What follows belongs to an exercise in optimizing a design on an open flow for small area; a production flow would make more cautious choices. Only simulation tests tie the RTL to the original design; equivalence was not proved.

== job 7107 ==
// InternalNode
module InternalNode (
  input wire          clk,
  input wire          rst,
  input wire  [4:0]   in_data_valid,
  input wire  [179:0] in_data,
  output wire [4:0]   out_data_valid,
  output wire [179:0] out_data,
  input wire  [4:0]   downstream_credit,
  output wire [4:0]   upstream_credit
);
localparam LOC = 4;
function [4:0] route_of;
  input        local_in;
  input [3:0]  info;
  input [1:0]  sel;
  begin
    route_of = 5'b0;
    if (local_in) begin
      case (info)
        4'd0, 4'd6: route_of = 5'b00001 << sel;
        4'd1, 4'd2, 4'd3, 4'd4, 4'd5: route_of = 5'b01111;
        default: route_of = 5'b0;
      endcase
    end else begin
      case (info)
        4'd2, 4'd3, 4'd4, 4'd5, 4'd6: route_of = 5'b10000;
        default: route_of = 5'b0;
      endcase
    end
  end
endfunction
function lt16;
  input [15:0] a;
  input [15:0] b;
  integer i;
  reg c;
  begin
    c = 1'b0;
    for (i = 0; i < 16; i = i + 1)
      c = (~a[i] & b[i]) | ((~a[i] | b[i]) & c);
    lt16 = c;
  end
endfunction
wire [10*36-1:0] head;         
wire [10*5-1:0]  hroute;       
wire [9:0]       hact;         
wire [9:0]       sreq;         
wire [9:0]       gsel;         
wire [5*36-1:0]  phead;        
wire [5*5-1:0]   proute;       
wire [4:0]       preq;         
wire [4:0]       pg;           
wire [4:0]       avail;        
wire [5*36-1:0]  pdata;        
reg  [4:0]       ucred;        
reg  [4:0]       lasthalf;     
assign upstream_credit = ucred;
genvar p, h;
generate
for (p = 0; p < 5; p = p + 1) begin: g_port
  wire [2:0] cnt0, cnt1;
  wire       wsel1 = (cnt1 < cnt0);
  wire       vin   = in_data_valid[p];
  wire [35:0] din  = in_data[36*p +: 36];
  wire [1:0] routing;
  reg        rr;               
  wire       rcg0 = routing[0] & (~rr | ~routing[1]);
  wire       rcg1 = routing[1] & ( rr | ~routing[0]);
  wire [35:0] pd0, pd1;
  always @(posedge clk or posedge rst) begin
    if (rst)       rr <= 1'b0;
    else if (rcg0) rr <= 1'b1;
    else if (rcg1) rr <= 1'b0;
  end
  for (h = 0; h < 2; h = h + 1) begin: g_half
  ...
==> flow/config.mk <==
export PLATFORM = sky130hd
export DESIGN_NAME = InternalNode
export DESIGN_NICKNAME = InternalNode
export VERILOG_FILES = /design/flow/design.v
export SDC_FILE = /design/flow/constraint.sdc
export NUM_CORES = 4
export LEC_CHECK = 0
export CAP_MARGIN = 20
export CORE_MARGIN = 2
export CORE_UTILIZATION = 80
export SLEW_MARGIN = 20
==> flow/constraint.sdc <==
create_clock -name core_clock -period 10.0 [get_ports {clk}]
set_input_delay 2.0000 -clock core_clock [delete_from_list [all_inputs] [get_ports {clk}]]
set_output_delay 2.0000 -clock core_clock [all_outputs]
set_load 0.01 [all_outputs]
standard.sh (not shown) runs the stock make flow with config.mk's settings and CLKGATE_MAP_FILE= SYNTH_SCRIPT=/design/flow/synth_recipe.tcl, a recipe that flattens the netlist after the stock synthesis.
==> flow/flow/run.sh <==
#!/bin/bash
# The standard ORFS layout (standard.sh), with these changes in how it is built:
# - synthesis maps with an area-oriented ABC script (flow/abc_area.script) in place
#   of ORFS's speed script; everything else in synthesis is unchanged, so the
#   registers are the standard synthesis's
# - port buffers use the smallest buffer (buf_1) instead of the resizer's pick
# - CTS clusters up to 15 sinks per clkbuf_8 leaf buffer, without dummy loads
# Each tool's output goes to ORFS's logs under orfs/logs; make's output to *.log here.
set -euo pipefail
W=$PWD
rm -rf "$W/scripts"
cp -r "$FLOW_HOME/scripts" "$W/scripts"
cp "$W/flow/abc_area.script" "$W/scripts/abc_speed.script"
export BUFFER_PORTS_ARGS="-buffer_cell sky130_fd_sc_hd__buf_1"
export CTS_ARGS="-sink_clustering_enable -repair_clock_nets -dont_use_dummy_load -sink_clustering_size 15 -sink_clustering_max_diameter 100 -buf_list {sky130_fd_sc_hd__clkbuf_8}"
bash standard.sh SCRIPTS_DIR="$W/scripts" finish > standard.log 2>&1
==> flow/flow/abc_area.script <==
&get -n
&st
&dc2
&syn3
&dch -f
&nf -a -R 1000
&put
topo
dnsize -c
Job 7107 ran to completion and came out clean on the timing, design-rule and antenna checks.
Modified inputs, job 3471 compared to job 7107
- an added GPL_TIMING_DRIVEN of 0
- a change of CORE_UTILIZATION from 80 to 65
==> comparison <==
- From job 7107 to job 3471 the numbers moved as follows: slew at the pin closest to its max-slew limit now sits lower, total of plain and repair buffers excluding clock buffers now sits higher.
- Upper clock frequency limit on job 3471 is up relative to job 7107.
- Between job 7107 and job 3471, final worst-path cycle share is lower for job 3471, job 7107 comes in above that.
- Job 3471: post-synthesis to final-layout area growth higher than job 7107
- Relative to job 7107, job 3471 improves minimum period implied by the final worst setup slack.
- Amount of wire on met3 after detailed routing, job 7107 and job 3471, lower one = job 3471.
#### Input delta (job 2748 over job 3471)
- GPL_TIMING_DRIVEN no longer set, was 0
==> flow/flow/run.sh <==
#!/bin/bash
# The standard ORFS layout (standard.sh), with these changes in how it is built:
# - synthesis maps with an area-oriented ABC script (flow/abc_area.script) in place
#   of ORFS's speed script; everything else in synthesis is unchanged, so the
#   registers are the standard synthesis's
# - port buffers use the smallest buffer (buf_1) instead of the resizer's pick
# - CTS clusters up to 10 sinks per clkbuf_4 leaf buffer, without dummy loads
# Each tool's output goes to ORFS's logs under orfs/logs; make's output to *.log here.
set -euo pipefail
W=$PWD
rm -rf "$W/scripts"
cp -r "$FLOW_HOME/scripts" "$W/scripts"
cp "$W/flow/abc_area.script" "$W/scripts/abc_speed.script"
export BUFFER_PORTS_ARGS="-buffer_cell sky130_fd_sc_hd__buf_1"
export CTS_ARGS="-sink_clustering_enable -repair_clock_nets -dont_use_dummy_load -sink_clustering_size 10 -sink_clustering_max_diameter 60 -buf_list {sky130_fd_sc_hd__clkbuf_4}"
bash standard.sh SCRIPTS_DIR="$W/scripts" finish > standard.log 2>&1
### Flow results
- Compared with job 3471, final area in job 2748 decreased by a few percent.
- Re number of gates resized after cts: job 3471 and job 2748 aren't equal, and the lower value belongs to job 2748.
- The combined global-route utilization of all metal layers of job 2748 exceeds that of job 3471 by 0.25 points.
What job 6116 does differently from job 2748 at the input level:
==> flow/flow/run.sh <==
#!/bin/bash
# The standard ORFS layout (standard.sh), with these changes in how it is built:
# - synthesis maps with an area-oriented ABC script (flow/abc_area.script) in place
#   of ORFS's speed script; everything else in synthesis is unchanged, so the
#   registers are the standard synthesis's
# - port buffers use the smallest buffer (buf_1) instead of the resizer's pick
# - CTS clusters up to 15 sinks per clkbuf_8 leaf buffer, without dummy loads
# Each tool's output goes to ORFS's logs under orfs/logs; make's output to *.log here.
set -euo pipefail
W=$PWD
rm -rf "$W/scripts"
cp -r "$FLOW_HOME/scripts" "$W/scripts"
cp "$W/flow/abc_area.script" "$W/scripts/abc_speed.script"
export BUFFER_PORTS_ARGS="-buffer_cell sky130_fd_sc_hd__buf_1"
export CTS_ARGS="-sink_clustering_enable -repair_clock_nets -dont_use_dummy_load -sink_clustering_size 15 -sink_clustering_max_diameter 100 -buf_list {sky130_fd_sc_hd__clkbuf_8}"
bash standard.sh SCRIPTS_DIR="$W/scripts" finish > standard.log 2>&1
Results
- The lower iteration count of the initial detailed-routing pass of job 6116 and job 2748 is in job 6116.
- Job 6116 vs. job 2748: setup slack after layout now larger, final critical path time including I/O delays and setup dropped 22 ps, depth of the worst register-to-register path now smaller.
- Job 6116 vs. job 2748: fraction of the cycle the final worst path needs went down; total wire length after detailed routing went down; number of primary I/O pins did not really move; max-cap check violation count did not really move.
- Job 6116 completed; timing, DRC and antenna clean

[re-timing with driven ports]
In the flow no input, the clock included, has a driving cell. The finished layouts below were timed again as built, in two steps. Step 1 (the two cells are an assumption about what drives the block):
set clk [get_ports {clk}]
set_driving_cell -lib_cell sky130_fd_sc_hd__clkbuf_16 $clk
set_driving_cell -lib_cell sky130_fd_sc_hd__buf_2 [delete_from_list [all_inputs] $clk]
Step 2 moves the port delays by t, midway between the first and last clock arrival at a register: inputs arrive t later, outputs are due t later. That takes back most of the time a late clock gives input paths. a / b / c = ideal / step 1 / step 2; a / b = the first two.
| run | shift t [ns] | setup slack, ns | worst hold slack (ns) | latest minus earliest clock arrival (ns) | cell pins on the clock port's net |
|---|---|---|---|---|---|
| job 7107 | 0.836 | 0.450 / 0.450 / 0.450 | 0.334 / 0.334 / 0.334 | 0.076 / 0.077 | 1 |
| job 3471 | 0.869 | 0.513 / 0.513 / 0.513 | 0.317 / 0.317 / 0.317 | 0.080 / 0.080 | 1 |
| job 2748 | 1.140 | 0.795 / 0.795 / 0.795 | 0.286 / 0.286 / 0.286 | 0.120 / 0.120 | 1 |
| job 6116 | 0.881 | 0.817 / 0.817 / 0.817 | 0.332 / 0.332 / 0.332 | 0.096 / 0.097 | 1 |
After both steps every run listed still meets setup and hold.
